Background: an optimization exercise with open tools, aiming at small area and a short achievable clock period. Do not read the settings as production practice. Where RTL was checked, it was by simulation tests only, not by an equivalence proof against the original.

==> inputs of v37 <==
## ALU_TOP
module ALU_TOP #(parameter Width = 16)
(
  input  [Width-1:0] A,
  input  [Width-1:0] B,
  input  [3:0]       ALU_FUN,
  input              CLK,
  input              RST,
  output [Width-1:0] Arith_OUT,
  output             Arith_Flag,
  output             Carry_OUT,
  output [Width-1:0] Logic_Out,
  output             Logic_Flag,
  output [Width-1:0] CMP_OUT,
  output             CMP_Flag,
  output             Shift_Flag,
  output [Width-1:0] Shift_OUT
);
==> flow/config.mk <==
export PLATFORM = sky130hd
export DESIGN_NAME = ALU_TOP
export DESIGN_NICKNAME = ALU_TOP
export VERILOG_FILES = /design/flow/design.v
export SDC_FILE = /design/flow/constraint.sdc
export NUM_CORES = 4
export LEC_CHECK = 0
export ABC_AREA = 1
export CAP_MARGIN = 20
export CORE_MARGIN = 2
export CORE_UTILIZATION = 40
export SLEW_MARGIN = 20
==> flow/constraint.sdc <==
create_clock -name core_clock -period 32.0 [get_ports {CLK}]
set_input_delay 6.4000 -clock core_clock [delete_from_list [all_inputs] [get_ports {CLK}]]
set_output_delay 6.4000 -clock core_clock [all_outputs]
set_load 0.01 [all_outputs]
standard.sh (not shown) runs the stock make flow with config.mk's settings and CLKGATE_MAP_FILE= SYNTH_SCRIPT=/design/flow/synth_recipe.tcl, a recipe that flattens the netlist after the stock synthesis.
==> flow/flow/run.sh <==
#!/bin/bash
# The standard layout (standard.sh, all ORFS steps), with three changes:
# - synthesis leaves the adders to abc (ADDER_MAP_FILE empty: no full/half
#   adder cells are extracted; registers are untouched);
# - the ports are buffered with the smallest buffer (buf_1);
# - repair_timing aims for 14 ns of setup slack, which makes it size up the
#   critical paths although the 32 ns clock is met.
# All of the tools' output goes to standard.log; ORFS's own logs stay under
# orfs/logs.
export BUFFER_PORTS_ARGS="-buffer_cell sky130_fd_sc_hd__buf_1"
bash standard.sh ADDER_MAP_FILE= SETUP_SLACK_MARGIN=14 finish > standard.log 2>&1
==> v19: changes against v37 <==
--- a/flow/design.v
+++ b/flow/design.v
@@ -233,63 +233,25 @@
   assign r7_s[5] = r7_p[5] ^ r7_G9;
   assign r7_s[6] = r7_p[6] ^ r7_G13;
   assign r7_s[7] = r7_p[7] ^ r7_G8;
   assign r7_s[8] = r7_p[8] ^ r7_G14;
   wire r7_c = r7_G10;
   wire r7_sel = (mul1 & A[7]) | (div1 & bz1[7] & r7_c);
   wire [8:0] r7_r = r7_sel ? r7_s : r7_t;
-  wire r6_a = A[6] & ~mul1;
-  wire [9:0] r6_t = {r7_r[8:0], r6_a};
-  wire [9:0] r6_p = r6_t ^ bx1[9:0];
-  wire [9:0] r6_g = r6_t & bx1[9:0];
-  wire r6_G1 = r6_g[0] | (r6_p[0] & s1);
-  wire r6_G2 = r6_g[2] | (r6_p[2] & r6_g[1]);
-  wire r6_P2 = r6_p[2] & r6_p[1];
-  wire r6_G3 = r6_g[4] | (r6_p[4] & r6_g[3]);
-  wire r6_P3 = r6_p[4] & r6_p[3];
-  wire r6_G4 = r6_g[6] | (r6_p[6] & r6_g[5]);
-  wire r6_P4 = r6_p[6] & r6_p[5];
-  wire r6_G5 = r6_g[8] | (r6_p[8] & r6_g[7]);
-  wire r6_P5 = r6_p[8] & r6_p[7];
-  wire r6_G6 = r6_G2 | (r6_P2 & r6_G1);
-  wire r6_G7 = r6_G4 | (r6_P4 & r6_G3);
-  wire r6_P7 = r6_P4 & r6_P3;
-  wire r6_G8 = r6_G7 | (r6_P7 & r6_G6);
-  wire r6_G9 = r6_G3 | (r6_P3 & r6_G6);
-  wire r6_G10 = r6_G5 | (r6_P5 & r6_G8);
-  wire r6_G11 = r6_g[1] | (r6_p[1] & r6_G1);
-  wire r6_G12 = r6_g[3] | (r6_p[3] & r6_G6);
-  wire r6_G13 = r6_g[5] | (r6_p[5] & r6_G9);
-  wire r6_G14 = r6_g[7] | (r6_p[7] & r6_G8);
-  wire r6_G15 = r6_g[9] | (r6_p[9] & r6_G10);
-  wire [9:0] r6_s;
-  assign r6_s[0] = r6_p[0] ^ s1;
-  assign r6_s[1] = r6_p[1] ^ r6_G1;
-  assign r6_s[2] = r6_p[2] ^ r6_G11;
-  assign r6_s[3] = r6_p[3] ^ r6_G6;
-  assign r6_s[4] = r6_p[4] ^ r6_G12;
-  assign r6_s[5] = r6_p[5] ^ r6_G9;
-  assign r6_s[6] = r6_p[6] ^ r6_G13;
-  assign r6_s[7] = r6_p[7] ^ r6_G8;
-  assign r6_s[8] = r6_p[8] ^ r6_G14;
-  assign r6_s[9] = r6_p[9] ^ r6_G10;
-  wire r6_c = r6_G15;
-  wire r6_sel = (mul1 & A[6]) | (div1 & bz1[6] & r6_c);
-  wire [9:0] r6_r = r6_sel ? r6_s : r6_t;
   reg [15:0]   BXr;   
-  reg [5:0]  Alo;
-  reg [9:0] Rr;    
-  reg [15:6]   Qr;
+  reg [6:0]  Alo;
+  reg [8:0] Rr;    
+  reg [15:7]   Qr;
   reg [1:0]    Fr;
   reg fA, fL, fC, fS;
   always @(posedge CLK) begin
     BXr <= bx1;
-    Alo <= A[5:0];
-    Rr  <= r6_r;
-    Qr  <= {r15_sel, r14_sel, r13_sel, r12_sel, r11_sel, r10_sel, r9_sel, r8_sel, r7_sel, r6_sel};
+    Alo <= A[6:0];
+    Rr  <= r7_r;
+    Qr  <= {r15_sel, r14_sel, r13_sel, r12_sel, r11_sel, r10_sel, r9_sel, r8_sel, r7_sel};
     Fr  <= ALU_FUN[1:0];
   end
   always @(posedge CLK or negedge RST) begin
     if (!RST) begin
       fA <= 1'b0; fL <= 1'b0; fC <= 1'b0; fS <= 1'b0;
     end else begin
       fA <= (ALU_FUN[3:2] == 2'b00);
@@ -317,17 +279,55 @@
   assign bz2[10] = bz2[9] & BXr[6];
   assign bz2[11] = bz2[10] & BXr[5];
   assign bz2[12] = bz2[11] & BXr[4];
   assign bz2[13] = bz2[12] & BXr[3];
   assign bz2[14] = bz2[13] & BXr[2];
   assign bz2[15] = bz2[14] & BXr[1];
   assign bz2[16] = bz2[15] & BXr[0];
-  wire [15:0] Alo16 = {10'b0, Alo};
+  wire [15:0] Alo16 = {9'b0, Alo};
+  wire r6_a = Alo16[6] & ~mul2;
+  wire [9:0] r6_t = {Rr[8:0], r6_a};
+  wire [9:0] r6_p = r6_t ^ BXr[9:0];
+  wire [9:0] r6_g = r6_t & BXr[9:0];
+  wire r6_G1 = r6_g[0] | (r6_p[0] & sr);
+  wire r6_G2 = r6_g[2] | (r6_p[2] & r6_g[1]);
+  wire r6_P2 = r6_p[2] & r6_p[1];
+  wire r6_G3 = r6_g[4] | (r6_p[4] & r6_g[3]);
+  wire r6_P3 = r6_p[4] & r6_p[3];
+  wire r6_G4 = r6_g[6] | (r6_p[6] & r6_g[5]);
+  wire r6_P4 = r6_p[6] & r6_p[5];
+  wire r6_G5 = r6_g[8] | (r6_p[8] & r6_g[7]);
+  wire r6_P5 = r6_p[8] & r6_p[7];
+  wire r6_G6 = r6_G2 | (r6_P2 & r6_G1);
+  wire r6_G7 = r6_G4 | (r6_P4 & r6_G3);
+  wire r6_P7 = r6_P4 & r6_P3;
+  wire r6_G8 = r6_G7 | (r6_P7 & r6_G6);
+  wire r6_G9 = r6_G3 | (r6_P3 & r6_G6);
+  wire r6_G10 = r6_G5 | (r6_P5 & r6_G8);
+  wire r6_G11 = r6_g[1] | (r6_p[1] & r6_G1);
+  wire r6_G12 = r6_g[3] | (r6_p[3] & r6_G6);
+  wire r6_G13 = r6_g[5] | (r6_p[5] & r6_G9);
+  wire r6_G14 = r6_g[7] | (r6_p[7] & r6_G8);
+  wire r6_G15 = r6_g[9] | (r6_p[9] & r6_G10);
+  wire [9:0] r6_s;
+  assign r6_s[0] = r6_p[0] ^ sr;
+  assign r6_s[1] = r6_p[1] ^ r6_G1;
+  assign r6_s[2] = r6_p[2] ^ r6_G11;
+  assign r6_s[3] = r6_p[3] ^ r6_G6;
+  assign r6_s[4] = r6_p[4] ^ r6_G12;
+  assign r6_s[5] = r6_p[5] ^ r6_G9;
+  assign r6_s[6] = r6_p[6] ^ r6_G13;
+  assign r6_s[7] = r6_p[7] ^ r6_G8;
+  assign r6_s[8] = r6_p[8] ^ r6_G14;
+  assign r6_s[9] = r6_p[9] ^ r6_G10;
+  wire r6_c = r6_G15;
+  wire r6_sel = (mul2 & Alo16[6]) | (div2 & bz2[6] & r6_c);
+  wire [9:0] r6_r = r6_sel ? r6_s : r6_t;
   wire r5_a = Alo16[5] & ~mul2;
-  wire [10:0] r5_t = {Rr[9:0], r5_a};
+  wire [10:0] r5_t = {r6_r[9:0], r5_a};
   wire [10:0] r5_p = r5_t ^ BXr[10:0];
   wire [10:0] r5_g = r5_t & BXr[10:0];
   wire r5_G1 = r5_g[0] | (r5_p[0] & sr);
   wire r5_G2 = r5_g[2] | (r5_p[2] & r5_g[1]);
   wire r5_P2 = r5_p[2] & r5_p[1];
   wire r5_G3 = r5_g[4] | (r5_p[4] & r5_g[3]);
   wire r5_P3 = r5_p[4] & r5_p[3];
@@ -634,15 +634,15 @@
   assign r0_s[14] = r0_p[14] ^ r0_G26;
   assign r0_s[15] = r0_p[15] ^ r0_G15;
   wire r0_c = r0_G27;
   wire r0_sel = (mul2 & Alo16[0]) | (div2 & bz2[0] & r0_c) | add2 | sub2;
   wire r0_rsel = (mul2 & Alo16[0]) | add2 | sub2;
   wire [15:0] r0_r = r0_rsel ? r0_s : r0_t;
   wire [15:0] Ar = {Rr, Alo};    
-  assign Arith_OUT  = div2 ? {Qr, r5_sel, r4_sel, r3_sel, r2_sel, r1_sel, r0_sel} : (fA ? r0_r : 16'b0);
+  assign Arith_OUT  = div2 ? {Qr, r6_sel, r5_sel, r4_sel, r3_sel, r2_sel, r1_sel, r0_sel} : (fA ? r0_r : 16'b0);
   assign Arith_Flag = fA;
   assign Carry_OUT  = add2 & r0_c;
   reg [15:0] lo;    
   always @(*) begin
     case (Fr)
       2'b00: lo = Ar & BXr;
       2'b01: lo = Ar | BXr;
==> flow/flow/run.sh (replaced) <==
#!/bin/bash
# The standard layout, with two changes: synthesis leaves the adders to abc
# (no full/half-adder cells are extracted; registers are untouched), and the
# ports are buffered with the smallest buffer.
export BUFFER_PORTS_ARGS="-buffer_cell sky130_fd_sc_hd__buf_1"
bash standard.sh ADDER_MAP_FILE= SETUP_SLACK_MARGIN=15 finish > standard.log 2>&1
CTS_BUF_LIST = sky130_fd_sc_hd__clkbuf_8   (was default)
TNS_END_PERCENT = 0   (was default)
==> v39: changes against v37 <==
--- a/flow/design.v
+++ b/flow/design.v
@@ -233,63 +233,25 @@
   assign r7_s[5] = r7_p[5] ^ r7_G9;
   assign r7_s[6] = r7_p[6] ^ r7_G13;
   assign r7_s[7] = r7_p[7] ^ r7_G8;
   assign r7_s[8] = r7_p[8] ^ r7_G14;
   wire r7_c = r7_G10;
   wire r7_sel = (mul1 & A[7]) | (div1 & bz1[7] & r7_c);
   wire [8:0] r7_r = r7_sel ? r7_s : r7_t;
-  wire r6_a = A[6] & ~mul1;
-  wire [9:0] r6_t = {r7_r[8:0], r6_a};
-  wire [9:0] r6_p = r6_t ^ bx1[9:0];
-  wire [9:0] r6_g = r6_t & bx1[9:0];
-  wire r6_G1 = r6_g[0] | (r6_p[0] & s1);
-  wire r6_G2 = r6_g[2] | (r6_p[2] & r6_g[1]);
-  wire r6_P2 = r6_p[2] & r6_p[1];
-  wire r6_G3 = r6_g[4] | (r6_p[4] & r6_g[3]);
-  wire r6_P3 = r6_p[4] & r6_p[3];
-  wire r6_G4 = r6_g[6] | (r6_p[6] & r6_g[5]);
-  wire r6_P4 = r6_p[6] & r6_p[5];
-  wire r6_G5 = r6_g[8] | (r6_p[8] & r6_g[7]);
-  wire r6_P5 = r6_p[8] & r6_p[7];
-  wire r6_G6 = r6_G2 | (r6_P2 & r6_G1);
-  wire r6_G7 = r6_G4 | (r6_P4 & r6_G3);
-  wire r6_P7 = r6_P4 & r6_P3;
-  wire r6_G8 = r6_G7 | (r6_P7 & r6_G6);
-  wire r6_G9 = r6_G3 | (r6_P3 & r6_G6);
-  wire r6_G10 = r6_G5 | (r6_P5 & r6_G8);
-  wire r6_G11 = r6_g[1] | (r6_p[1] & r6_G1);
-  wire r6_G12 = r6_g[3] | (r6_p[3] & r6_G6);
-  wire r6_G13 = r6_g[5] | (r6_p[5] & r6_G9);
-  wire r6_G14 = r6_g[7] | (r6_p[7] & r6_G8);
-  wire r6_G15 = r6_g[9] | (r6_p[9] & r6_G10);
-  wire [9:0] r6_s;
-  assign r6_s[0] = r6_p[0] ^ s1;
-  assign r6_s[1] = r6_p[1] ^ r6_G1;
-  assign r6_s[2] = r6_p[2] ^ r6_G11;
-  assign r6_s[3] = r6_p[3] ^ r6_G6;
-  assign r6_s[4] = r6_p[4] ^ r6_G12;
-  assign r6_s[5] = r6_p[5] ^ r6_G9;
-  assign r6_s[6] = r6_p[6] ^ r6_G13;
-  assign r6_s[7] = r6_p[7] ^ r6_G8;
-  assign r6_s[8] = r6_p[8] ^ r6_G14;
-  assign r6_s[9] = r6_p[9] ^ r6_G10;
-  wire r6_c = r6_G15;
-  wire r6_sel = (mul1 & A[6]) | (div1 & bz1[6] & r6_c);
-  wire [9:0] r6_r = r6_sel ? r6_s : r6_t;
   reg [15:0]   BXr;   
-  reg [5:0]  Alo;
-  reg [9:0] Rr;    
-  reg [15:6]   Qr;
+  reg [6:0]  Alo;
+  reg [8:0] Rr;    
+  reg [15:7]   Qr;
   reg [1:0]    Fr;
   reg fA, fL, fC, fS;
   always @(posedge CLK) begin
     BXr <= bx1;
-    Alo <= A[5:0];
-    Rr  <= r6_r;
-    Qr  <= {r15_sel, r14_sel, r13_sel, r12_sel, r11_sel, r10_sel, r9_sel, r8_sel, r7_sel, r6_sel};
+    Alo <= A[6:0];
+    Rr  <= r7_r;
+    Qr  <= {r15_sel, r14_sel, r13_sel, r12_sel, r11_sel, r10_sel, r9_sel, r8_sel, r7_sel};
     Fr  <= ALU_FUN[1:0];
   end
   always @(posedge CLK or negedge RST) begin
     if (!RST) begin
       fA <= 1'b0; fL <= 1'b0; fC <= 1'b0; fS <= 1'b0;
     end else begin
       fA <= (ALU_FUN[3:2] == 2'b00);
@@ -317,17 +279,55 @@
   assign bz2[10] = bz2[9] & BXr[6];
   assign bz2[11] = bz2[10] & BXr[5];
   assign bz2[12] = bz2[11] & BXr[4];
   assign bz2[13] = bz2[12] & BXr[3];
   assign bz2[14] = bz2[13] & BXr[2];
   assign bz2[15] = bz2[14] & BXr[1];
   assign bz2[16] = bz2[15] & BXr[0];
-  wire [15:0] Alo16 = {10'b0, Alo};
+  wire [15:0] Alo16 = {9'b0, Alo};
+  wire r6_a = Alo16[6] & ~mul2;
+  wire [9:0] r6_t = {Rr[8:0], r6_a};
+  wire [9:0] r6_p = r6_t ^ BXr[9:0];
+  wire [9:0] r6_g = r6_t & BXr[9:0];
+  wire r6_G1 = r6_g[0] | (r6_p[0] & sr);
+  wire r6_G2 = r6_g[2] | (r6_p[2] & r6_g[1]);
+  wire r6_P2 = r6_p[2] & r6_p[1];
+  wire r6_G3 = r6_g[4] | (r6_p[4] & r6_g[3]);
+  wire r6_P3 = r6_p[4] & r6_p[3];
+  wire r6_G4 = r6_g[6] | (r6_p[6] & r6_g[5]);
+  wire r6_P4 = r6_p[6] & r6_p[5];
+  wire r6_G5 = r6_g[8] | (r6_p[8] & r6_g[7]);
+  wire r6_P5 = r6_p[8] & r6_p[7];
+  wire r6_G6 = r6_G2 | (r6_P2 & r6_G1);
+  wire r6_G7 = r6_G4 | (r6_P4 & r6_G3);
+  wire r6_P7 = r6_P4 & r6_P3;
+  wire r6_G8 = r6_G7 | (r6_P7 & r6_G6);
+  wire r6_G9 = r6_G3 | (r6_P3 & r6_G6);
+  wire r6_G10 = r6_G5 | (r6_P5 & r6_G8);
+  wire r6_G11 = r6_g[1] | (r6_p[1] & r6_G1);
+  wire r6_G12 = r6_g[3] | (r6_p[3] & r6_G6);
+  wire r6_G13 = r6_g[5] | (r6_p[5] & r6_G9);
+  wire r6_G14 = r6_g[7] | (r6_p[7] & r6_G8);
+  wire r6_G15 = r6_g[9] | (r6_p[9] & r6_G10);
+  wire [9:0] r6_s;
+  assign r6_s[0] = r6_p[0] ^ sr;
+  assign r6_s[1] = r6_p[1] ^ r6_G1;
+  assign r6_s[2] = r6_p[2] ^ r6_G11;
+  assign r6_s[3] = r6_p[3] ^ r6_G6;
+  assign r6_s[4] = r6_p[4] ^ r6_G12;
+  assign r6_s[5] = r6_p[5] ^ r6_G9;
+  assign r6_s[6] = r6_p[6] ^ r6_G13;
+  assign r6_s[7] = r6_p[7] ^ r6_G8;
+  assign r6_s[8] = r6_p[8] ^ r6_G14;
+  assign r6_s[9] = r6_p[9] ^ r6_G10;
+  wire r6_c = r6_G15;
+  wire r6_sel = (mul2 & Alo16[6]) | (div2 & bz2[6] & r6_c);
+  wire [9:0] r6_r = r6_sel ? r6_s : r6_t;
   wire r5_a = Alo16[5] & ~mul2;
-  wire [10:0] r5_t = {Rr[9:0], r5_a};
+  wire [10:0] r5_t = {r6_r[9:0], r5_a};
   wire [10:0] r5_p = r5_t ^ BXr[10:0];
   wire [10:0] r5_g = r5_t & BXr[10:0];
   wire r5_G1 = r5_g[0] | (r5_p[0] & sr);
   wire r5_G2 = r5_g[2] | (r5_p[2] & r5_g[1]);
   wire r5_P2 = r5_p[2] & r5_p[1];
   wire r5_G3 = r5_g[4] | (r5_p[4] & r5_g[3]);
   wire r5_P3 = r5_p[4] & r5_p[3];
@@ -634,15 +634,15 @@
   assign r0_s[14] = r0_p[14] ^ r0_G26;
   assign r0_s[15] = r0_p[15] ^ r0_G15;
   wire r0_c = r0_G27;
   wire r0_sel = (mul2 & Alo16[0]) | (div2 & bz2[0] & r0_c) | add2 | sub2;
   wire r0_rsel = (mul2 & Alo16[0]) | add2 | sub2;
   wire [15:0] r0_r = r0_rsel ? r0_s : r0_t;
   wire [15:0] Ar = {Rr, Alo};    
-  assign Arith_OUT  = div2 ? {Qr, r5_sel, r4_sel, r3_sel, r2_sel, r1_sel, r0_sel} : (fA ? r0_r : 16'b0);
+  assign Arith_OUT  = div2 ? {Qr, r6_sel, r5_sel, r4_sel, r3_sel, r2_sel, r1_sel, r0_sel} : (fA ? r0_r : 16'b0);
   assign Arith_Flag = fA;
   assign Carry_OUT  = add2 & r0_c;
   reg [15:0] lo;    
   always @(*) begin
     case (Fr)
       2'b00: lo = Ar & BXr;
       2'b01: lo = Ar | BXr;
==> flow/flow/run.sh (replaced) <==
#!/bin/bash
# The standard layout, with two changes: synthesis leaves the adders to abc
# (no full/half-adder cells are extracted; registers are untouched), and the
# ports are buffered with the smallest buffer.
export BUFFER_PORTS_ARGS="-buffer_cell sky130_fd_sc_hd__buf_1"
bash standard.sh ADDER_MAP_FILE= SETUP_SLACK_MARGIN=14 finish > standard.log 2>&1
CTS_BUF_LIST = sky130_fd_sc_hd__clkbuf_8   (was default)
==> flow_summary.yaml <==
finish:
  bufAreaShareNonClock: 0.0856
  num-fill-cells: 2916
power_and_ir_drop:
  seqPwrFrac: 0.158
  irDropWorstVdd_uv: 17.1
outcome:
  status: "complete, but fails checks"
  so.violations: "max-capacitance violations, max-slew violations"
grt:
  grt_pass1_vias: 11900
routing:
  wl_met1_um: 16800
logic_synthesis:
  yosysTopAreaCellShare: 0.270
  synthTopCellsByCount: "nand2_1 (781), nand3_1 (291), inv_1 (236)"
flow_run:
  max_cap_violations: 1
sta:
  slew_violations: 1
clock_network:
  ctsRootBufferMaster: "clkbuf_8"
[end of results for v19]
==> flow_summary.yaml <==
outcome:
  status: "no timing/DRC/antenna violations"
logic_synthesis:
  synth_compound_area_frac: 0.130
  synthTopCellsByCount: "nand2_1 (781), nand3_1 (291), inv_1 (236)"
  yosysTopAreaCellShare: 0.270
flow_run:
  max_cap_violations: 0
critical_path:
  timing.critical_path.to: "Arith_OUT[0]"
clock_network:
  ctsRootBufferMaster: "clkbuf_8"
  ctsResizeCount: 4
sta:
  slew_violations: 0
power_and_ir_drop:
  seqPwrFrac: 0.178
  irDropWorstVdd_uv: 18.1
finish:
  bufAreaShareNonClock: 0.0503
routing:
  wl_met1_um: 16400
[end of results for v39]
==> flow_summary.yaml <==
sta:
  slew_violations: 0
  fin_tns_setup_ps: 0
  setup_violations: 0
routing:
  wl_met1_um: 16300
finish:
  num-fill-cells: 2867
critical_path:
  path_max_fanout: 11
outcome:
  status: "no timing/DRC/antenna violations"
logic_synthesis:
  synthTopCellsByCount: "nand2_1 (705), nand3_1 (254), inv_1 (236)"
  yosysTopAreaCellShare: 0.253
power_and_ir_drop:
  irDropWorstVdd_uv: 19.8
grt:
  gr-usage-met3: 0.0258
  grt_pass1_vias: 11800
[end of results for v37]
Function not checked in v37: the RTL went through the layout flow alone.

==> port drivers added, routing unchanged <==
How much do the figures lean on ideal ports? The routed layouts below were timed once more, with nothing changed but the port constraints.
Step 1: set_driving_cell puts a clkbuf_16 on CLK and a buf_2 on each other input, an assumption about the parent block.
Step 2, shift: input delay + t, output delay - t, t = (earliest + latest rising clock arrival at the registers) / 2. This alone moves slack from input paths to output paths.
a / b / c = ideal ports / drivers / drivers and shift; a / b = the first two.
run | shift t [ns] | slack for setup (ns) | hold slack, ns
v37 | 0.336 | 14.673 / 14.631 / 14.966 | 5.927 / 5.914 / 6.249
v19 | 0.350 | 15.140 / 15.105 / 15.456 | 5.890 / 5.876 / 6.227
v39 | 0.348 | 14.775 / 14.741 / 15.088 | 5.895 / 5.882 / 6.230
